This is an optimization exercise on Yosys and OpenROAD, whose aim is small area and a short achievable clock period, not a production implementation. No functional check of the RTL was part of this run. Power is estimated from default activity; no workload was simulated.

$ cat design/flow/design.v
`timescale 1ns / 1ps
module TNS_dec_33(
    input wire clk,
    input wire rst_n,
    input wire [32:0] codein,
    output reg [30 - 1 : 0] dataout
    );
    wire [29:0] sum;
    wire ci2;
    wire ci3;
    wire ci4;
    wire ci6;
    wire ci7;
    wire ci8;
    wire ci9;
    wire ci10;
    wire ci12;
    wire ci13;
    wire ci14;
    wire ci15;
    wire ci16;
    wire ci17;
    wire ci18;
    wire ci19;
    wire ci20;
    wire ci21;
    wire ci22;
    wire ci23;
    wire ci24;
    wire ci25;
    wire ci26;
    wire ci27;
    wire ci28;
    wire ci29;
    wire ci30;
    wire ci31;
    wire ci32;
    wire s1, c2;
    wire s3, c4;
    wire s5, c6;
    wire s7, c8;
    wire s9, c10;
    wire s11, c12;
    wire s13, c14;
    wire s15, c16;
    wire s17, c18;
    wire s19, c20;
    wire s21, c22;
    wire s23, c24;
    wire s25, c26;
    wire s27, c28;
    wire s29, c30;
    wire s31, c32;
    wire s33, c34;
    wire s35, c36;
    wire s37, c38;
    wire s39, c40;
    wire s41, c42;
    wire s43, c44;
    wire s45, c46;
    wire s47, c48;
    wire s49, c50;
    wire s51, c52;
    wire s53, c54;
    wire s55, c56;
    wire s57, c58;
    wire s59, c60;
    wire s61, c62;
    wire s63, c64;
    wire s65, c66;
    wire s67, c68;
    wire s69, c70;
    wire s71, c72;
    wire s73, c74;
    wire s75, c76;
    wire s77, c78;
    wire s79, c80;
    wire s81, c82;
    wire s83, c84;
    wire s85, c86;
    wire s87, c88;
    wire s89, c90;
    wire s91, c92;
    wire s93, c94;
    wire s95, c96;
    wire s97, c98;
    wire s99, c100;
    wire s101, c102;
    wire s103, c104;
    wire s105, c106;
    wire s107, c108;
    wire s109, c110;
    wire s111, c112;
    wire s113, c114;
    wire s115, c116;
    wire s117, c118;
    wire s119, c120;
    wire s121, c122;
    wire s123, c124;
    wire s125, c126;
    wire s127, c128;
    wire s129, c130;
    wire s131, c132;
    wire s133, c134;
    wire s135, c136;
    wire s137, c138;
    wire s139, c140;
    wire s141, c142;
    wire s143, c144;
    wire s145, c146;
    wire s147, c148;
    wire s149, c150;
    wire s151, c152;
    wire s153, c154;
    wire s155, c156;
    wire s157, c158;
    wire s159, c160;
    wire s161, c162;
    wire s163, c164;
    wire s165, c166;
    wire s167, c168;
    wire s169, c170;
    wire s171, c172;
    wire s173, c174;
    wire s175, c176;
    wire s177, c178;
    wire s179, c180;
    wire s181, c182;
    wire s183, c184;
    wire s185, c186;
    wire s187, c188;
    wire s189, c190;
    wire s191, c192;
    wire s193, c194;
    wire s195, c196;
    wire s197, c198;
    wire s199, c200;
    wire s201, c202;
    wire s203, c204;
    wire s205, c206;
    wire s207, c208;
    wire s209, c210;
    wire s211, c212;
    wire s213, c214;
    wire s215, c216;
    wire s217, c218;
    wire s219, c220;
    wire s221, c222;
    wire s223, c224;
    wire s225, c226;
    wire s227, c228;
    wire s229, c230;
    wire s231, c232;
    wire s233, c234;
    wire s235, c236;
    wire s237, c238;
    wire s239, c240;
    wire s241, c242;
    wire s243, c244;
    wire s245, c246;
    wire s247, c248;
    wire s249, c250;
    wire s251, c252;
    wire s253, c254;
    wire s255, c256;
    wire s257, c258;
    wire s259, c260;
    wire s261, c262;
    wire s263, c264;
    wire s265, c266;
    wire s267, c268;
    wire s269, c270;
    wire s271, c272;
    wire s273, c274;
    wire s275, c276;
    wire s277, c278;
    wire s279, c280;
    wire s281, c282;
    wire s283, c284;
    wire s285, c286;
    wire s287, c288;
    wire s289, c290;
    wire s291, c292;
    wire s293, c294;
    wire s295, c296;
    wire s297, c298;
    wire s299, c300;
    wire s301, c302;
    wire s303, c304;
    wire s305, c306;
    wire s307, c308;
    wire s309, c310;
    wire s311, c312;
    wire s313, c314;
    wire s315, c316;
    wire s317, c318;
    wire s319, c320;
    wire s321, c322;
    wire s323, c324;
    wire y325;
    wire y326;
    wire y327;
    wire y328;
    wire y329;
    wire y330;
    wire y331;
    wire y332;
    wire y333;
    wire y334;
    wire y335;
    wire y336;
    wire y337;
    wire y338;
    wire y339;
    wire y340;
    wire y341;
    wire y342;
    wire y343;
    wire y344;
    wire y345;
    wire y346;
    wire y347;
    wire y348;
    wire y349;
    wire y350;
    wire y351;
    wire y352;
    wire y353;
    wire y354;
    wire y355;
    wire y356;
    wire y357;
    wire y358;
    wire y360;
    wire y361;
    wire y363;
    wire y364;
    wire y365;
    wire y366;
    wire y367;
    wire y368;
    wire y369;
    wire y370;
    wire y371;
    wire y372;
    wire y373;
    wire y374;
    wire y375;
    wire y376;
    wire y377;
    wire y378;
    wire y379;
    wire y380;
    wire y381;
    wire y382;
    wire y383;
    wire y384;
    wire y385;
    wire y386;
    wire y387;
    wire y388;
    wire y391;
    wire y393;
    wire y394;
    wire y395;
    wire y396;
    wire y397;
    wire y398;
    wire y399;
    wire y400;
    wire y401;
    wire y402;
    wire y403;
    wire y404;
    wire y405;
    wire y406;
    wire y407;
    wire y408;
    wire y409;
    wire y410;
    wire y411;
    wire y412;
    wire y414;
    wire y415;
    wire y416;
    wire y417;
    wire y418;
    wire y419;
    wire y420;
    wire y422;
    wire y423;
    wire y424;
    wire y425;
    wire y426;
    wire y427;
    wire y428;
    wire y429;
    wire y430;
    wire y431;
    wire y432;
    wire y435;
    wire y436;
    wire y437;
    wire y438;
    wire y439;
    wire y440;
    wire y441;
    wire y442;
    wire y443;
    wire y444;
    wire y445;
    wire y446;
    wire y447;
    wire y448;
    wire y449;
    wire y450;
    wire y451;
    wire y452;
    wire y453;
    wire y454;
    wire y455;
    wire y456;
    wire y457;
    wire y458;
    wire y459;
    wire y460;
    wire y461;
    wire y462;
    wire y463;
    wire y464;
    wire y465;
    wire y466;
    wire y467;
    wire y468;
    wire y469;
    wire y470;
    wire y471;
    wire y472;
    wire y473;
    wire y474;
    wire y475;
    wire y476;
    wire y477;
    TNS_inv u_ci2 (.a(codein[2]), .y(ci2));
    TNS_inv u_ci3 (.a(codein[3]), .y(ci3));
    TNS_inv u_ci4 (.a(codein[4]), .y(ci4));
    TNS_inv u_ci6 (.a(codein[6]), .y(ci6));
    TNS_inv u_ci7 (.a(codein[7]), .y(ci7));
    TNS_inv u_ci8 (.a(codein[8]), .y(ci8));
    TNS_inv u_ci9 (.a(codein[9]), .y(ci9));
    TNS_inv u_ci10 (.a(codein[10]), .y(ci10));
    TNS_inv u_ci12 (.a(codein[12]), .y(ci12));
    TNS_inv u_ci13 (.a(codein[13]), .y(ci13));
    TNS_inv u_ci14 (.a(codein[14]), .y(ci14));
    TNS_inv u_ci15 (.a(codein[15]), .y(ci15));
    TNS_inv u_ci16 (.a(codein[16]), .y(ci16));
    TNS_inv u_ci17 (.a(codein[17]), .y(ci17));
    TNS_inv u_ci18 (.a(codein[18]), .y(ci18));
    TNS_inv u_ci19 (.a(codein[19]), .y(ci19));
    TNS_inv u_ci20 (.a(codein[20]), .y(ci20));
    TNS_inv u_ci21 (.a(codein[21]), .y(ci21));
    TNS_inv u_ci22 (.a(codein[22]), .y(ci22));
    TNS_inv u_ci23 (.a(codein[23]), .y(ci23));
    TNS_inv u_ci24 (.a(codein[24]), .y(ci24));
    TNS_inv u_ci25 (.a(codein[25]), .y(ci25));
    TNS_inv u_ci26 (.a(codein[26]), .y(ci26));
    TNS_inv u_ci27 (.a(codein[27]), .y(ci27));
    TNS_inv u_ci28 (.a(codein[28]), .y(ci28));
    TNS_inv u_ci29 (.a(codein[29]), .y(ci29));
    TNS_inv u_ci30 (.a(codein[30]), .y(ci30));
    TNS_inv u_ci31 (.a(codein[31]), .y(ci31));
    TNS_inv u_ci32 (.a(codein[32]), .y(ci32));
    TNS_fa u_s1 (.a(codein[0]), .b(codein[5]), .ci(codein[6]), .s(s1), .co(c2));
    TNS_fa u_s3 (.a(codein[11]), .b(codein[12]), .ci(codein[17]), .s(s3), .co(c4));
    TNS_fa u_s5 (.a(codein[18]), .b(codein[23]), .ci(codein[24]), .s(s5), .co(c6));
    TNS_fa u_s7 (.a(codein[29]), .b(codein[30]), .ci(codein[32]), .s(s7), .co(c8));
    TNS_fa u_s9 (.a(ci2), .b(ci3), .ci(ci8), .s(s9), .co(c10));
    TNS_fa u_s11 (.a(ci9), .b(ci14), .ci(ci15), .s(s11), .co(c12));
    TNS_fa u_s13 (.a(ci20), .b(ci21), .ci(ci26), .s(s13), .co(c14));
    TNS_fa u_s15 (.a(ci27), .b(s1), .ci(s3), .s(s15), .co(c16));
    TNS_fa u_s17 (.a(s5), .b(s7), .ci(s9), .s(s17), .co(c18));
    TNS_fa u_s19 (.a(s11), .b(s13), .ci(s15), .s(s19), .co(c20));
    TNS_ha u_s21 (.a(s17), .b(s19), .s(s21), .co(c22));
    TNS_fa u_s23 (.a(codein[1]), .b(codein[7]), .ci(codein[13]), .s(s23), .co(c24));
    TNS_fa u_s25 (.a(codein[19]), .b(codein[25]), .ci(codein[31]), .s(s25), .co(c26));
    TNS_fa u_s27 (.a(codein[32]), .b(ci4), .ci(ci10), .s(s27), .co(c28));
    TNS_fa u_s29 (.a(ci16), .b(ci22), .ci(ci28), .s(s29), .co(c30));
    TNS_fa u_s31 (.a(c2), .b(c4), .ci(c6), .s(s31), .co(c32));
    TNS_fa u_s33 (.a(c8), .b(s23), .ci(s25), .s(s33), .co(c34));
    TNS_fa u_s35 (.a(c10), .b(c12), .ci(c14), .s(s35), .co(c36));
    TNS_fa u_s37 (.a(s27), .b(s29), .ci(c16), .s(s37), .co(c38));
    TNS_fa u_s39 (.a(s31), .b(s33), .ci(c18), .s(s39), .co(c40));
    TNS_fa u_s41 (.a(s35), .b(c20), .ci(s37), .s(s41), .co(c42));
    TNS_fa u_s43 (.a(s39), .b(c22), .ci(s41), .s(s43), .co(c44));
    TNS_fa u_s45 (.a(codein[2]), .b(codein[5]), .ci(codein[8]), .s(s45), .co(c46));
    TNS_fa u_s47 (.a(codein[11]), .b(codein[14]), .ci(codein[20]), .s(s47), .co(c48));
    TNS_fa u_s49 (.a(codein[23]), .b(codein[26]), .ci(codein[29]), .s(s49), .co(c50));
    TNS_fa u_s51 (.a(ci17), .b(c24), .ci(c26), .s(s51), .co(c52));
    TNS_fa u_s53 (.a(s45), .b(s47), .ci(s49), .s(s53), .co(c54));
    TNS_fa u_s55 (.a(c28), .b(c30), .ci(c32), .s(s55), .co(c56));
    TNS_fa u_s57 (.a(c34), .b(s51), .ci(s53), .s(s57), .co(c58));
    TNS_fa u_s59 (.a(c36), .b(c38), .ci(s55), .s(s59), .co(c60));
    TNS_fa u_s61 (.a(s57), .b(c40), .ci(c42), .s(s61), .co(c62));
    TNS_fa u_s63 (.a(s59), .b(c44), .ci(s61), .s(s63), .co(c64));
    TNS_fa u_s65 (.a(codein[3]), .b(codein[15]), .ci(codein[27]), .s(s65), .co(c66));
    TNS_fa u_s67 (.a(ci9), .b(ci17), .ci(ci21), .s(s67), .co(c68));
    TNS_fa u_s69 (.a(c46), .b(c48), .ci(c50), .s(s69), .co(c70));
    TNS_fa u_s71 (.a(s65), .b(s67), .ci(c52), .s(s71), .co(c72));
    TNS_fa u_s73 (.a(c54), .b(s69), .ci(c56), .s(s73), .co(c74));
    TNS_fa u_s75 (.a(s71), .b(c58), .ci(c60), .s(s75), .co(c76));
    TNS_fa u_s77 (.a(s73), .b(c62), .ci(s75), .s(s77), .co(c78));
    TNS_ha u_s79 (.a(c64), .b(s77), .s(s79), .co(c80));
    TNS_fa u_s81 (.a(codein[4]), .b(codein[5]), .ci(codein[8]), .s(s81), .co(c82));
    TNS_fa u_s83 (.a(codein[16]), .b(codein[18]), .ci(codein[28]), .s(s83), .co(c84));
    TNS_fa u_s85 (.a(codein[29]), .b(codein[32]), .ci(ci6), .s(s85), .co(c86));
    TNS_fa u_s87 (.a(ci10), .b(ci20), .ci(ci22), .s(s87), .co(c88));
    TNS_fa u_s89 (.a(ci30), .b(c66), .ci(s81), .s(s89), .co(c90));
    TNS_fa u_s91 (.a(s83), .b(c68), .ci(s85), .s(s91), .co(c92));
    TNS_fa u_s93 (.a(s87), .b(c70), .ci(s89), .s(s93), .co(c94));
    TNS_fa u_s95 (.a(s91), .b(c72), .ci(s93), .s(s95), .co(c96));
    TNS_fa u_s97 (.a(c74), .b(s95), .ci(c76), .s(s97), .co(c98));
    TNS_fa u_s99 (.a(c78), .b(s97), .ci(c80), .s(s99), .co(c100));
    TNS_fa u_s101 (.a(codein[14]), .b(codein[15]), .ci(codein[19]), .s(s101), .co(c102));
    TNS_fa u_s103 (.a(codein[31]), .b(ci7), .ci(ci9), .s(s103), .co(c104));
    TNS_fa u_s105 (.a(ci12), .b(ci23), .ci(c82), .s(s105), .co(c106));
    TNS_fa u_s107 (.a(c84), .b(s101), .ci(c86), .s(s107), .co(c108));
    TNS_fa u_s109 (.a(c88), .b(s103), .ci(c90), .s(s109), .co(c110));
    TNS_fa u_s111 (.a(s105), .b(c92), .ci(s107), .s(s111), .co(c112));
    TNS_fa u_s113 (.a(c94), .b(s109), .ci(s111), .s(s113), .co(c114));
    TNS_fa u_s115 (.a(c96), .b(s113), .ci(c98), .s(s115), .co(c116));
    TNS_fa u_s117 (.a(codein[6]), .b(codein[26]), .ci(codein[27]), .s(s117), .co(c118));
    TNS_fa u_s119 (.a(ci10), .b(ci13), .ci(ci16), .s(s119), .co(c120));
    TNS_fa u_s121 (.a(ci20), .b(ci24), .ci(ci29), .s(s121), .co(c122));
    TNS_fa u_s123 (.a(ci31), .b(ci32), .ci(c102), .s(s123), .co(c124));
    TNS_fa u_s125 (.a(s117), .b(c104), .ci(s119), .s(s125), .co(c126));
    TNS_fa u_s127 (.a(s121), .b(c106), .ci(s123), .s(s127), .co(c128));
    TNS_fa u_s129 (.a(c108), .b(s125), .ci(c110), .s(s129), .co(c130));
    TNS_fa u_s131 (.a(s127), .b(c112), .ci(s129), .s(s131), .co(c132));
    TNS_fa u_s133 (.a(c114), .b(s131), .ci(c116), .s(s133), .co(c134));
    TNS_fa u_s135 (.a(codein[7]), .b(codein[8]), .ci(codein[9]), .s(s135), .co(c136));
    TNS_fa u_s137 (.a(ci12), .b(ci15), .ci(ci16), .s(s137), .co(c138));
    TNS_fa u_s139 (.a(ci18), .b(ci25), .ci(ci28), .s(s139), .co(c140));
    TNS_fa u_s141 (.a(c118), .b(s135), .ci(c120), .s(s141), .co(c142));
    TNS_fa u_s143 (.a(c122), .b(s137), .ci(s139), .s(s143), .co(c144));
    TNS_fa u_s145 (.a(c124), .b(c126), .ci(s141), .s(s145), .co(c146));
    TNS_fa u_s147 (.a(s143), .b(c128), .ci(s145), .s(s147), .co(c148));
    TNS_fa u_s149 (.a(c130), .b(s147), .ci(c132), .s(s149), .co(c150));
    TNS_fa u_s151 (.a(codein[9]), .b(codein[17]), .ci(1'b1), .s(s151), .co(c152));
    TNS_fa u_s153 (.a(codein[21]), .b(codein[32]), .ci(ci10), .s(s153), .co(c154));
    TNS_fa u_s155 (.a(ci13), .b(ci19), .ci(ci20), .s(s155), .co(c156));
    TNS_fa u_s157 (.a(ci23), .b(ci24), .ci(ci27), .s(s157), .co(c158));
    TNS_fa u_s159 (.a(ci28), .b(ci30), .ci(c136), .s(s159), .co(c160));
    TNS_fa u_s161 (.a(s151), .b(c138), .ci(c140), .s(s161), .co(c162));
    TNS_fa u_s163 (.a(s153), .b(s155), .ci(s157), .s(s163), .co(c164));
    TNS_fa u_s165 (.a(s159), .b(c142), .ci(c144), .s(s165), .co(c166));
    TNS_fa u_s167 (.a(s161), .b(s163), .ci(c146), .s(s167), .co(c168));
    TNS_fa u_s169 (.a(s165), .b(c148), .ci(s167), .s(s169), .co(c170));
    TNS_fa u_s171 (.a(codein[15]), .b(codein[22]), .ci(ci12), .s(s171), .co(c172));
    TNS_fa u_s173 (.a(ci25), .b(ci29), .ci(ci31), .s(s173), .co(c174));
    TNS_fa u_s175 (.a(c152), .b(c154), .ci(c156), .s(s175), .co(c176));
    TNS_fa u_s177 (.a(c158), .b(s171), .ci(s173), .s(s177), .co(c178));
    TNS_fa u_s179 (.a(c160), .b(c162), .ci(c164), .s(s179), .co(c180));
    TNS_fa u_s181 (.a(s175), .b(s177), .ci(c166), .s(s181), .co(c182));
    TNS_fa u_s183 (.a(s179), .b(c168), .ci(s181), .s(s183), .co(c184));
    TNS_fa u_s185 (.a(codein[10]), .b(codein[11]), .ci(codein[13]), .s(s185), .co(c186));
    TNS_fa u_s187 (.a(codein[16]), .b(codein[17]), .ci(codein[20]), .s(s187), .co(c188));
    TNS_fa u_s189 (.a(codein[23]), .b(codein[26]), .ci(ci12), .s(s189), .co(c190));
    TNS_fa u_s191 (.a(ci14), .b(ci18), .ci(ci30), .s(s191), .co(c192));
    TNS_fa u_s193 (.a(s185), .b(s187), .ci(c172), .s(s193), .co(c194));
    TNS_fa u_s195 (.a(c174), .b(s189), .ci(s191), .s(s195), .co(c196));
    TNS_fa u_s197 (.a(c176), .b(c178), .ci(s193), .s(s197), .co(c198));
    TNS_fa u_s199 (.a(s195), .b(c180), .ci(s197), .s(s199), .co(c200));
    TNS_fa u_s201 (.a(c182), .b(s199), .ci(c184), .s(s201), .co(c202));
    TNS_fa u_s203 (.a(ci19), .b(ci24), .ci(ci31), .s(s203), .co(c204));
    TNS_fa u_s205 (.a(c186), .b(c188), .ci(c190), .s(s205), .co(c206));
    TNS_fa u_s207 (.a(c192), .b(s203), .ci(c194), .s(s207), .co(c208));
    TNS_fa u_s209 (.a(c196), .b(s205), .ci(c198), .s(s209), .co(c210));
    TNS_fa u_s211 (.a(s207), .b(c200), .ci(s209), .s(s211), .co(c212));
    TNS_fa u_s213 (.a(codein[12]), .b(codein[18]), .ci(codein[21]), .s(s213), .co(c214));
    TNS_fa u_s215 (.a(ci13), .b(ci23), .ci(ci25), .s(s215), .co(c216));
    TNS_fa u_s217 (.a(ci32), .b(s213), .ci(c204), .s(s217), .co(c218));
    TNS_fa u_s219 (.a(s215), .b(c206), .ci(s217), .s(s219), .co(c220));
    TNS_fa u_s221 (.a(c208), .b(s219), .ci(c210), .s(s221), .co(c222));
    TNS_fa u_s223 (.a(codein[13]), .b(codein[14]), .ci(codein[19]), .s(s223), .co(c224));
    TNS_fa u_s225 (.a(codein[22]), .b(ci20), .ci(ci26), .s(s225), .co(c226));
    TNS_fa u_s227 (.a(c214), .b(s223), .ci(c216), .s(s227), .co(c228));
    TNS_fa u_s229 (.a(s225), .b(c218), .ci(s227), .s(s229), .co(c230));
    TNS_fa u_s231 (.a(c220), .b(s229), .ci(c222), .s(s231), .co(c232));
    TNS_fa u_s233 (.a(codein[15]), .b(codein[17]), .ci(codein[29]), .s(s233), .co(c234));
    TNS_fa u_s235 (.a(codein[30]), .b(codein[32]), .ci(ci18), .s(s235), .co(c236));
    TNS_fa u_s237 (.a(ci23), .b(ci27), .ci(c224), .s(s237), .co(c238));
    TNS_fa u_s239 (.a(s233), .b(c226), .ci(s235), .s(s239), .co(c240));
    TNS_fa u_s241 (.a(s237), .b(c228), .ci(s239), .s(s241), .co(c242));
    TNS_fa u_s243 (.a(c230), .b(s241), .ci(c232), .s(s243), .co(c244));
    TNS_fa u_s245 (.a(codein[16]), .b(codein[17]), .ci(codein[21]), .s(s245), .co(c246));
    TNS_fa u_s247 (.a(codein[31]), .b(codein[32]), .ci(ci19), .s(s247), .co(c248));
    TNS_fa u_s249 (.a(ci20), .b(ci28), .ci(c234), .s(s249), .co(c250));
    TNS_fa u_s251 (.a(s245), .b(c236), .ci(s247), .s(s251), .co(c252));
    TNS_fa u_s253 (.a(c238), .b(s249), .ci(c240), .s(s253), .co(c254));
    TNS_fa u_s255 (.a(s251), .b(c242), .ci(s253), .s(s255), .co(c256));
    TNS_fa u_s257 (.a(codein[22]), .b(ci29), .ci(c246), .s(s257), .co(c258));
    TNS_fa u_s259 (.a(c248), .b(c250), .ci(s257), .s(s259), .co(c260));
    TNS_fa u_s261 (.a(c252), .b(s259), .ci(c254), .s(s261), .co(c262));
    TNS_fa u_s263 (.a(codein[18]), .b(codein[23]), .ci(codein[32]), .s(s263), .co(c264));
    TNS_fa u_s265 (.a(ci20), .b(ci30), .ci(s263), .s(s265), .co(c266));
    TNS_fa u_s267 (.a(c258), .b(s265), .ci(c260), .s(s267), .co(c268));
    TNS_fa u_s269 (.a(codein[19]), .b(codein[23]), .ci(ci21), .s(s269), .co(c270));
    TNS_fa u_s271 (.a(ci31), .b(c264), .ci(s269), .s(s271), .co(c272));
    TNS_fa u_s273 (.a(c266), .b(s271), .ci(c268), .s(s273), .co(c274));
    TNS_fa u_s275 (.a(codein[20]), .b(codein[22]), .ci(codein[26]), .s(s275), .co(c276));
    TNS_fa u_s277 (.a(codein[27]), .b(codein[30]), .ci(ci24), .s(s277), .co(c278));
    TNS_fa u_s279 (.a(ci29), .b(s275), .ci(c270), .s(s279), .co(c280));
    TNS_fa u_s281 (.a(s277), .b(c272), .ci(s279), .s(s281), .co(c282));
    TNS_fa u_s283 (.a(codein[21]), .b(codein[22]), .ci(codein[25]), .s(s283), .co(c284));
    TNS_fa u_s285 (.a(codein[28]), .b(ci30), .ci(ci31), .s(s285), .co(c286));
    TNS_fa u_s287 (.a(c276), .b(s283), .ci(c278), .s(s287), .co(c288));
    TNS_fa u_s289 (.a(s285), .b(c280), .ci(s287), .s(s289), .co(c290));
    TNS_fa u_s291 (.a(codein[23]), .b(codein[24]), .ci(codein[25]), .s(s291), .co(c292));
    TNS_fa u_s293 (.a(ci27), .b(ci30), .ci(c284), .s(s293), .co(c294));
    TNS_fa u_s295 (.a(s291), .b(c286), .ci(s293), .s(s295), .co(c296));
    TNS_fa u_s297 (.a(c288), .b(s295), .ci(c290), .s(s297), .co(c298));
    TNS_fa u_s299 (.a(codein[24]), .b(codein[29]), .ci(ci28), .s(s299), .co(c300));
    TNS_fa u_s301 (.a(ci31), .b(c292), .ci(s299), .s(s301), .co(c302));
    TNS_fa u_s303 (.a(c294), .b(s301), .ci(c296), .s(s303), .co(c304));
    TNS_fa u_s305 (.a(codein[25]), .b(codein[27]), .ci(codein[32]), .s(s305), .co(c306));
    TNS_fa u_s307 (.a(s305), .b(c300), .ci(c302), .s(s307), .co(c308));
    TNS_fa u_s309 (.a(codein[26]), .b(codein[28]), .ci(codein[30]), .s(s309), .co(c310));
    TNS_fa u_s311 (.a(ci29), .b(c306), .ci(s309), .s(s311), .co(c312));
    TNS_fa u_s313 (.a(codein[27]), .b(codein[31]), .ci(1'b1), .s(s313), .co(c314));
    TNS_fa u_s315 (.a(codein[32]), .b(c310), .ci(s313), .s(s315), .co(c316));
    TNS_fa u_s317 (.a(ci28), .b(c314), .ci(c316), .s(s317), .co(c318));
    TNS_fa u_s319 (.a(codein[28]), .b(codein[29]), .ci(1'b1), .s(s319), .co(c320));
    TNS_fa u_s321 (.a(codein[30]), .b(codein[32]), .ci(1'b1), .s(s321), .co(c322));
    TNS_fa u_s323 (.a(codein[31]), .b(codein[32]), .ci(1'b1), .s(s323), .co(c324));
    TNS_nand2 u_y325 (.a(c100), .b(s115), .y(y325));
    TNS_xnor2 u_y326 (.a(c100), .b(s115), .y(y326));
    TNS_nand2 u_y327 (.a(c134), .b(s149), .y(y327));
    TNS_xnor2 u_y328 (.a(c134), .b(s149), .y(y328));
    TNS_nand2 u_y329 (.a(c150), .b(s169), .y(y329));
    TNS_xnor2 u_y330 (.a(c150), .b(s169), .y(y330));
    TNS_nand2 u_y331 (.a(c170), .b(s183), .y(y331));
    TNS_xnor2 u_y332 (.a(c170), .b(s183), .y(y332));
    TNS_nand2 u_y333 (.a(c202), .b(s211), .y(y333));
    TNS_xnor2 u_y334 (.a(c202), .b(s211), .y(y334));
    TNS_nand2 u_y335 (.a(c212), .b(s221), .y(y335));
    TNS_xnor2 u_y336 (.a(c212), .b(s221), .y(y336));
    TNS_nand2 u_y337 (.a(c244), .b(s255), .y(y337));
    TNS_xnor2 u_y338 (.a(c244), .b(s255), .y(y338));
    TNS_nand2 u_y339 (.a(c256), .b(s261), .y(y339));
    TNS_xnor2 u_y340 (.a(c256), .b(s261), .y(y340));
    TNS_nand2 u_y341 (.a(c262), .b(s267), .y(y341));
    TNS_xnor2 u_y342 (.a(c262), .b(s267), .y(y342));
    TNS_nand2 u_y343 (.a(c274), .b(s281), .y(y343));
    TNS_xnor2 u_y344 (.a(c274), .b(s281), .y(y344));
    TNS_nand2 u_y345 (.a(c282), .b(s289), .y(y345));
    TNS_xnor2 u_y346 (.a(c282), .b(s289), .y(y346));
    TNS_nand2 u_y347 (.a(c298), .b(s303), .y(y347));
    TNS_xnor2 u_y348 (.a(c298), .b(s303), .y(y348));
    TNS_nand2 u_y349 (.a(c304), .b(s307), .y(y349));
    TNS_xnor2 u_y350 (.a(c304), .b(s307), .y(y350));
    TNS_nand2 u_y351 (.a(c308), .b(s311), .y(y351));
    TNS_xnor2 u_y352 (.a(c308), .b(s311), .y(y352));
    TNS_nand2 u_y353 (.a(c312), .b(s315), .y(y353));
    TNS_xnor2 u_y354 (.a(c312), .b(s315), .y(y354));
    TNS_nand2 u_y355 (.a(c318), .b(s319), .y(y355));
    TNS_xnor2 u_y356 (.a(c318), .b(s319), .y(y356));
    TNS_nand2 u_y357 (.a(c320), .b(s321), .y(y357));
    TNS_xnor2 u_y358 (.a(c320), .b(s321), .y(y358));
    TNS_xnor2 u_y360 (.a(c322), .b(s323), .y(y360));
    TNS_inv u_y361 (.a(y326), .y(y361));
    TNS_inv u_y363 (.a(y328), .y(y363));
    TNS_nand2 u_y364 (.a(y363), .b(s133), .y(y364));
    TNS_oai21 u_y365 (.a(y332), .b(y329), .c(y331), .y(y365));
    TNS_nor2 u_y366 (.a(y332), .b(y330), .y(y366));
    TNS_inv u_y367 (.a(y334), .y(y367));
    TNS_nand2 u_y368 (.a(y367), .b(s201), .y(y368));
    TNS_inv u_y369 (.a(y335), .y(y369));
    TNS_nand2 u_y370 (.a(s231), .b(y369), .y(y370));
    TNS_inv u_y371 (.a(y336), .y(y371));
    TNS_nand2 u_y372 (.a(s231), .b(y371), .y(y372));
    TNS_inv u_y373 (.a(y338), .y(y373));
    TNS_nand2 u_y374 (.a(y373), .b(s243), .y(y374));
    TNS_oai21 u_y375 (.a(y342), .b(y339), .c(y341), .y(y375));
    TNS_nor2 u_y376 (.a(y342), .b(y340), .y(y376));
    TNS_inv u_y377 (.a(y344), .y(y377));
    TNS_nand2 u_y378 (.a(y377), .b(s273), .y(y378));
    TNS_inv u_y379 (.a(y345), .y(y379));
    TNS_nand2 u_y380 (.a(s297), .b(y379), .y(y380));
    TNS_inv u_y381 (.a(y346), .y(y381));
    TNS_nand2 u_y382 (.a(s297), .b(y381), .y(y382));
    TNS_oai21 u_y383 (.a(y350), .b(y347), .c(y349), .y(y383));
    TNS_nor2 u_y384 (.a(y350), .b(y348), .y(y384));
    TNS_oai21 u_y385 (.a(y354), .b(y351), .c(y353), .y(y385));
    TNS_nor2 u_y386 (.a(y354), .b(y352), .y(y386));
    TNS_inv u_y387 (.a(y356), .y(y387));
    TNS_nand2 u_y388 (.a(y387), .b(s317), .y(y388));
    TNS_oai21 u_y391 (.a(y364), .b(y325), .c(y327), .y(y391));
    TNS_inv u_y393 (.a(y365), .y(y393));
    TNS_oai21 u_y394 (.a(y368), .b(y393), .c(y333), .y(y394));
    TNS_inv u_y395 (.a(y368), .y(y395));
    TNS_nand2 u_y396 (.a(y395), .b(y366), .y(y396));
    TNS_oai21 u_y397 (.a(y374), .b(y370), .c(y337), .y(y397));
    TNS_nor2 u_y398 (.a(y374), .b(y372), .y(y398));
    TNS_inv u_y399 (.a(y375), .y(y399));
    TNS_oai21 u_y400 (.a(y378), .b(y399), .c(y343), .y(y400));
    TNS_inv u_y401 (.a(y378), .y(y401));
    TNS_nand2 u_y402 (.a(y401), .b(y376), .y(y402));
    TNS_inv u_y403 (.a(y380), .y(y403));
    TNS_aoi21 u_y404 (.a(y384), .b(y403), .c(y383), .y(y404));
    TNS_inv u_y405 (.a(y382), .y(y405));
    TNS_nand2 u_y406 (.a(y384), .b(y405), .y(y406));
    TNS_inv u_y407 (.a(y385), .y(y407));
    TNS_oai21 u_y408 (.a(y388), .b(y407), .c(y355), .y(y408));
    TNS_inv u_y409 (.a(y388), .y(y409));
    TNS_nand2 u_y410 (.a(y409), .b(y386), .y(y410));
    TNS_inv u_y411 (.a(y396), .y(y411));
    TNS_aoi21 u_y412 (.a(y411), .b(y391), .c(y394), .y(y412));
    TNS_inv u_y414 (.a(y402), .y(y414));
    TNS_aoi21 u_y415 (.a(y414), .b(y397), .c(y400), .y(y415));
    TNS_nand2 u_y416 (.a(y414), .b(y398), .y(y416));
    TNS_inv u_y417 (.a(y408), .y(y417));
    TNS_oai21 u_y418 (.a(y410), .b(y404), .c(y417), .y(y418));
    TNS_nor2 u_y419 (.a(y410), .b(y406), .y(y419));
    TNS_oai21 u_y420 (.a(y416), .b(y412), .c(y415), .y(y420));
    TNS_aoi21 u_y422 (.a(y419), .b(y420), .c(y418), .y(y422));
    TNS_inv u_y423 (.a(y412), .y(y423));
    TNS_aoi21 u_y424 (.a(y398), .b(y423), .c(y397), .y(y424));
    TNS_inv u_y425 (.a(y420), .y(y425));
    TNS_oai21 u_y426 (.a(y406), .b(y425), .c(y404), .y(y426));
    TNS_aoi21 u_y427 (.a(y366), .b(y391), .c(y365), .y(y427));
    TNS_oai21 u_y428 (.a(y372), .b(y412), .c(y370), .y(y428));
    TNS_inv u_y429 (.a(y424), .y(y429));
    TNS_aoi21 u_y430 (.a(y376), .b(y429), .c(y375), .y(y430));
    TNS_oai21 u_y431 (.a(y382), .b(y425), .c(y380), .y(y431));
    TNS_aoi21 u_y432 (.a(y386), .b(y426), .c(y385), .y(y432));
    TNS_inv u_y435 (.a(y325), .y(y435));
    TNS_nand2 u_y436 (.a(s133), .b(y435), .y(y436));
    TNS_inv u_y437 (.a(y391), .y(y437));
    TNS_oai21 u_y438 (.a(y330), .b(y437), .c(y329), .y(y438));
    TNS_inv u_y439 (.a(y427), .y(y439));
    TNS_nand2 u_y440 (.a(s201), .b(y439), .y(y440));
    TNS_oai21 u_y441 (.a(y336), .b(y412), .c(y335), .y(y441));
    TNS_nand2 u_y442 (.a(s243), .b(y428), .y(y442));
    TNS_oai21 u_y443 (.a(y340), .b(y424), .c(y339), .y(y443));
    TNS_inv u_y444 (.a(y430), .y(y444));
    TNS_nand2 u_y445 (.a(s273), .b(y444), .y(y445));
    TNS_oai21 u_y446 (.a(y346), .b(y425), .c(y345), .y(y446));
    TNS_inv u_y447 (.a(y431), .y(y447));
    TNS_oai21 u_y448 (.a(y348), .b(y447), .c(y347), .y(y448));
    TNS_inv u_y449 (.a(y426), .y(y449));
    TNS_oai21 u_y450 (.a(y352), .b(y449), .c(y351), .y(y450));
    TNS_inv u_y451 (.a(y432), .y(y451));
    TNS_nand2 u_y452 (.a(s317), .b(y451), .y(y452));
    TNS_oai21 u_y453 (.a(y358), .b(y422), .c(y357), .y(y453));
    assign sum[0] = s21;
    assign sum[1] = s43;
    assign sum[2] = s63;
    assign sum[3] = s79;
    assign sum[4] = s99;
    assign sum[5] = y361;
    TNS_xnor2 u_y454 (.a(s133), .b(y325), .y(y454));
    assign sum[6] = y454;
    TNS_xor2 u_y455 (.a(y328), .b(y436), .y(y455));
    assign sum[7] = y455;
    TNS_xnor2 u_y456 (.a(y330), .b(y391), .y(y456));
    assign sum[8] = y456;
    TNS_xnor2 u_y457 (.a(y332), .b(y438), .y(y457));
    assign sum[9] = y457;
    TNS_xnor2 u_y458 (.a(s201), .b(y427), .y(y458));
    assign sum[10] = y458;
    TNS_xor2 u_y459 (.a(y334), .b(y440), .y(y459));
    assign sum[11] = y459;
    TNS_xor2 u_y460 (.a(y336), .b(y412), .y(y460));
    assign sum[12] = y460;
    TNS_xor2 u_y461 (.a(s231), .b(y441), .y(y461));
    assign sum[13] = y461;
    TNS_xor2 u_y462 (.a(s243), .b(y428), .y(y462));
    assign sum[14] = y462;
    TNS_xor2 u_y463 (.a(y338), .b(y442), .y(y463));
    assign sum[15] = y463;
    TNS_xor2 u_y464 (.a(y340), .b(y424), .y(y464));
    assign sum[16] = y464;
    TNS_xnor2 u_y465 (.a(y342), .b(y443), .y(y465));
    assign sum[17] = y465;
    TNS_xnor2 u_y466 (.a(s273), .b(y430), .y(y466));
    assign sum[18] = y466;
    TNS_xor2 u_y467 (.a(y344), .b(y445), .y(y467));
    assign sum[19] = y467;
    TNS_xnor2 u_y468 (.a(y346), .b(y420), .y(y468));
    assign sum[20] = y468;
    TNS_xor2 u_y469 (.a(s297), .b(y446), .y(y469));
    assign sum[21] = y469;
    TNS_xnor2 u_y470 (.a(y348), .b(y431), .y(y470));
    assign sum[22] = y470;
    TNS_xnor2 u_y471 (.a(y350), .b(y448), .y(y471));
    assign sum[23] = y471;
    TNS_xnor2 u_y472 (.a(y352), .b(y426), .y(y472));
    assign sum[24] = y472;
    TNS_xnor2 u_y473 (.a(y354), .b(y450), .y(y473));
    assign sum[25] = y473;
    TNS_xnor2 u_y474 (.a(s317), .b(y432), .y(y474));
    assign sum[26] = y474;
    TNS_xor2 u_y475 (.a(y356), .b(y452), .y(y475));
    assign sum[27] = y475;
    TNS_xor2 u_y476 (.a(y358), .b(y422), .y(y476));
    assign sum[28] = y476;
    TNS_xnor2 u_y477 (.a(y360), .b(y453), .y(y477));
    assign sum[29] = y477;
    always @(posedge clk or negedge rst_n) begin
        if (~rst_n) begin
            dataout <= 0;
        end
        else begin
            dataout <= sum;
        end
    end
endmodule
module TNS_fa(
    input wire a,
    input wire b,
    input wire ci,
    output wire s,
    output wire co
    );
    assign s = a ^ b ^ ci;
    assign co = (a & b) | (a & ci) | (b & ci);
endmodule
module TNS_ha(
    input wire a,
    input wire b,
    output wire s,
    output wire co
    );
    assign s = a ^ b;
    assign co = a & b;
endmodule
module TNS_inv(
    input wire a,
    output wire y
    );
    assign y = ~a;
endmodule
module TNS_nand2(
    input wire a,
    input wire b,
    output wire y
    );
    assign y = ~(a & b);
endmodule
module TNS_nor2(
    input wire a,
    input wire b,
    output wire y
    );
    assign y = ~(a | b);
endmodule
module TNS_xor2(
    input wire a,
    input wire b,
    output wire y
    );
    assign y = a ^ b;
endmodule
module TNS_xnor2(
    input wire a,
    input wire b,
    output wire y
    );
    assign y = ~(a ^ b);
endmodule
module TNS_aoi21(
    input wire a,
    input wire b,
    input wire c,
    output wire y
    );
    assign y = ~((a & b) | c);
endmodule
module TNS_oai21(
    input wire a,
    input wire b,
    input wire c,
    output wire y
    );
    assign y = ~((a | b) & c);
endmodule
$ cat design/flow/flow/run.sh
#!/bin/bash
# Standard ORFS layout with two changes: ports get buf_2 buffers instead of
# the resizer's default pick (a delay cell), and CTS uses small clock
# buffers without dummy loads.
set -euo pipefail
cd "$(dirname "$0")/.."
export BUFFER_PORTS_ARGS="-buffer_cell sky130_fd_sc_hd__buf_2"
export CTS_ARGS="-sink_clustering_enable -repair_clock_nets -dont_use_dummy_load -buf_list {sky130_fd_sc_hd__clkbuf_4 sky130_fd_sc_hd__clkbuf_8}"
bash standard.sh > flow_standard.log 2>&1
$ cat design/flow/standard.sh
#!/bin/bash
# synth_recipe.tcl (not shown) runs the flow's synth.tcl, then flattens the netlist and writes it again
# the make line also repeats each setting of config.mk as NAME=value (left out here)
make -C /OpenROAD-flow-scripts/flow DESIGN_CONFIG=/design/flow/config.mk WORK_HOME=/design/flow/orfs CLKGATE_MAP_FILE= SYNTH_SCRIPT=/design/flow/synth_recipe.tcl "${@:-finish}"
$ cat design/flow/config.mk
export PLATFORM = sky130hd
export DESIGN_NAME = TNS_dec_33
export DESIGN_NICKNAME = TNS_dec_33
export VERILOG_FILES = /design/flow/design.v
export SDC_FILE = /design/flow/constraint.sdc
export NUM_CORES = 4
export LEC_CHECK = 0
export ABC_AREA = 0
export ABC_CLOCK_PERIOD_IN_PS = 10000
export CAP_MARGIN = 20
export CORE_MARGIN = 2
export CORE_UTILIZATION = 40
export SLEW_MARGIN = 20
export SYNTH_HIERARCHICAL = 1
export SYNTH_MINIMUM_KEEP_SIZE = 0
$ cat design/flow/constraint.sdc
create_clock -name core_clock -period 12.0 [get_ports {clk}]
set_input_delay 2.4000 -clock core_clock [delete_from_list [all_inputs] [get_ports {clk}]]
set_output_delay 2.4000 -clock core_clock [all_outputs]
set_load 0.01 [all_outputs]
==> notes.md <==
[layer usage]
layer | wire [um] | part of all wire | vias to the layer above | global-route usage
li1 | - | - | 1213 | -
met1 | 4781 | 0.41 | 1580 | 0.2698
met2 | 5815 | 0.50 | 89 | 0.3286
met3 | 643 | 0.056 | 19 | 0.04217
met4 | 299 | 0.026 | 0 | 0.07470
met5 | 0 | 0 | - | 0
[power by group through the flow]
stage                     Combinational, mW  Sequential (mW)  Clock [mW]
final                                  1.35            0.196      0.0765
after global routing                   1.54            0.202      0.0843
after CTS                              1.37            0.198      0.0805
after global placement                 1.34            0.197           0
after floorplan                        1.00            0.229           0
after detailed placement               1.36            0.199           0
[path summary, 6_finish.rpt]
kind | endpoint | startpoint | depth (start not counted) | slack, ns
worst max-delay path | dataout[27] | codein[5] | 21 | 4.24
worst min-delay path | dataout[22] | rst_n | 1 | 2.15
max in group asynchronous | dataout[12] | rst_n | 1 | 9.38
min in group core_clock | dataout[29] | codein[28] | 5 | 2.81
[modules after synthesis (local to each module, per instance)]
module | cells inside | area, um2 | copies in the design | flip-flops and latches
TNS_nand2 | 1 | 3.754 | 36 | 0
TNS_ha | 1 | 12.51 | 2 | 0
TNS_oai21 | 1 | 5.005 | 21 | 0
TNS_inv | 1 | 3.754 | 60 | 0
TNS_xor2 | 1 | 8.758 | 11 | 0
TNS_nor2 | 1 | 3.754 | 6 | 0
TNS_xnor2 | 1 | 8.758 | 31 | 0
TNS_fa | 1 | 20.02 | 160 | 0
TNS_aoi21 | 1 | 8.758 | 8 | 0
TNS_dec_33 | 31 | 754.5 | 1 | 30
[kinds of logic after synthesis]
family,Yosys count
AO/OA/AOI/OAI,29
XOR/XNOR,42
other,1
adder cells (fa/ha/maj),162
buffers and inverters,60
AND/OR/NAND/NOR,42
flip-flops,30
[layout make-up]
| cell class | count | area share |
|---|---|---|
| flip-flops and latches | 30 | 0.1366 |
| repair buffers | 64 | 0.05827 |
| well taps | 147 | 0.03346 |
| multi-input cells | 280 | 0.7182 |
| inverters | 60 | 0.04097 |
| clock buffers | 5 | 0.01252 |
[worst max-delay path, stage by stage]
cell and delay (ns):
buf_2 0.14, fa_1 0.46, fa_1 0.48, fa_1 0.47, fa_1 0.40, fa_1 0.39
fa_1 0.39, fa_1 0.38, fa_1 0.42, xnor2_1 0.17, inv_1 0.06, nand2_1 0.05
o21ai_1 0.35, a21oi_2 0.20, o21ai_1 0.36, inv_1 0.13, o21ai_1 0.29, a21oi_2 0.11
inv_1 0.07, nand2_1 0.05, xor2_1 0.16
[metrics by stage]
stage	cell area, um2	instances	power, mW	hold slack [ns]	utilization
after global placement	5428	581	1.536	2.500	0.4519
final	5497	586	1.623	2.151	0.4576
after floorplan	4923	370	1.229	2.104	-
after global routing	5497	586	1.826	2.225	0.4576
after detailed placement	5428	581	1.557	2.515	0.4519
after CTS	5497	586	1.646	2.189	0.4576
[cell usage after synthesis]
| master | number |
|---|---|
| o21ai_1 | 21 |
| xor2_1 | 11 |
| nor2_1 | 6 |
| conb_1 | 1 |
| xnor2_1 | 31 |
| dfrtp_1 | 30 |
| a21oi_2 | 8 |
| nand2_1 | 36 |
| ha_1 | 2 |
| inv_1 | 60 |
| fa_1 | 160 |
==> impl_metrics.tcl <==
set metrics [dict create \
    wl_per_cell_um 19.69 \
    cts_root_buf "clkbuf_8" \
    antennaDiodeCount 0 \
    setup_tns_ns 0 \
    rsz0062_at_grt "false" \
    fmax_mhz 128.9 \
    boundaryPins 65 \
    synthMuxAreaShare 0 \
    final_common_cell "fa_1" \
    place_congestion 0.9738 \
    drt_wl_total_um 11540 \
    final_cell_mix "160 x fa_1, 64 x buf_2, 60 x inv_1" \
    nNetsFinal 638 \
    fin_ws_ns 4.240 \
    fin_crit_ns 7.760 \
    crit_path_max_fanout 5 \
    grt_pass1_vias 3460 \
    die_h_um 114.8 \
    reg.largest.list "dataout (30)" \
    multi_input_comb_area_um2 3948 \
    crit_path_end_kind "flop" \
    critPathArrivalTime_ns 7.93 \
    crit_type "input port to flop" \
    tightest_slew_ns 0.7166 \
    seqCellArea_um2 750.7 \
    overflow 0 \
    max-slew-margin-rel 0.5222 \
    chipWidth_um 114.8 \
    period_share 0.6467 \
    status "complete, no violations" \
    dpl.hpwl_um 10170 \
    initial_utilization 0.4086 \
    sw_frac_of_total 0.5049 \
    drive_gt1_frac 0.1754 \
    syn_area_um2 4908 \
    antenna_found_initial 0 \
    hold_path_class "input port to asynchronous set/reset pin" \
    synthCells 366 \
    grt_pass1_wl_um 19030 \
    cts_setup_buffers 0 \
    ys_ff_latch 30 \
    synth.yosys.warnings 7 \
    synth.avg_cell_area_um2 13.41 \
    p_sw_uw 819.5 \
    track_usage 0.2013 \
    drtIter0Drc 114 \
    pwr-share-clk 0.047 \
    hold_viol_final 0 \
    drcViolationCount 0 \
    largest_register_ffs 30 \
    synth_top_family_by_area "adder cells" \
    vdd_drop_max_uv 196.7 \
    synth_xor_area_frac 0.07494 \
    drt-pass1-iter-count 4 \
    netlist_top_cells_area "fa_1 65%, dfrtp_1 15%, xnor2_1 5.5%, inv_1 4.6%, nand2_1 2.8%" \
    yosysTopAreaCellShare 0.6526 \
    grt_max_degree 31 \
    yosys.area_share.simple 0.03212 \
    postCtsHoldBufs 0 \
    htreeDepth 2 \
    core-area_um2 12010 \
    synth_compound_area_frac 0.03569 \
    synth_cell_types 11 \
    maxSlewViolCount 0 \
    viasPerCell 4.951 \
    synthAdderAreaFrac 0.6577 \
    post-place-ws_ns 3.950 \
    power_density_nw_per_um2 295.3 \
    intPower_uw 803.7 \
    clkSinkCount 30 \
    synth_area_leader_cell "fa_1" \
    seqPwrFrac 0.121 \
    port_buffers 64 \
    power_frac_comb 0.832 \
    ant_nets 0 \
    p_leak_nw 2.400 \
    fill_cells 1128 \
    critPathLaunchType "input port" \
    crit_required_ns 12.17 \
    clock_path_buffers 2 \
    ys_seq_area_frac 0.1529 \
    dieArea_um2 13170 \
    cts_tree "done" \
    cts_made_buffers 5 \
    cap_viol_max_count 0 \
    setup_viol 0 \
    num_rows 40 \
    vias 2901 \
    clkTransAtPathRegs_ns 0.06 \
    cts_resized 0 \
    top_register "dataout" \
    syn2layout_area_growth_pct 11.98 \
]

[re-timing with driven ports]
The results above use ideal ports. As a check the final layout listed here was re-extracted and re-timed, cells and wires unchanged. Step 1 (the two cells are an assumption about what drives the block):
set clk [get_ports {clk}]
set_driving_cell -lib_cell sky130_fd_sc_hd__clkbuf_16 $clk
set_driving_cell -lib_cell sky130_fd_sc_hd__buf_2 [delete_from_list [all_inputs] $clk]
Step 2 moves the port delays by t, midway between the first and last clock arrival at a register: inputs arrive t later, outputs are due t later. That takes back most of the time a late clock gives input paths. Three values: ideal ports, drivers, drivers and shift; two values: the first two.
shift t [ns]: 0.336
slack for setup (ns): 4.240 / 4.258 / 3.923
pins driven straight from the clock port: 1
After both steps this run still meets setup and hold. For this run, drivers alone change the setup slack by +0.018 ns; drivers and shift together by -0.317 ns.
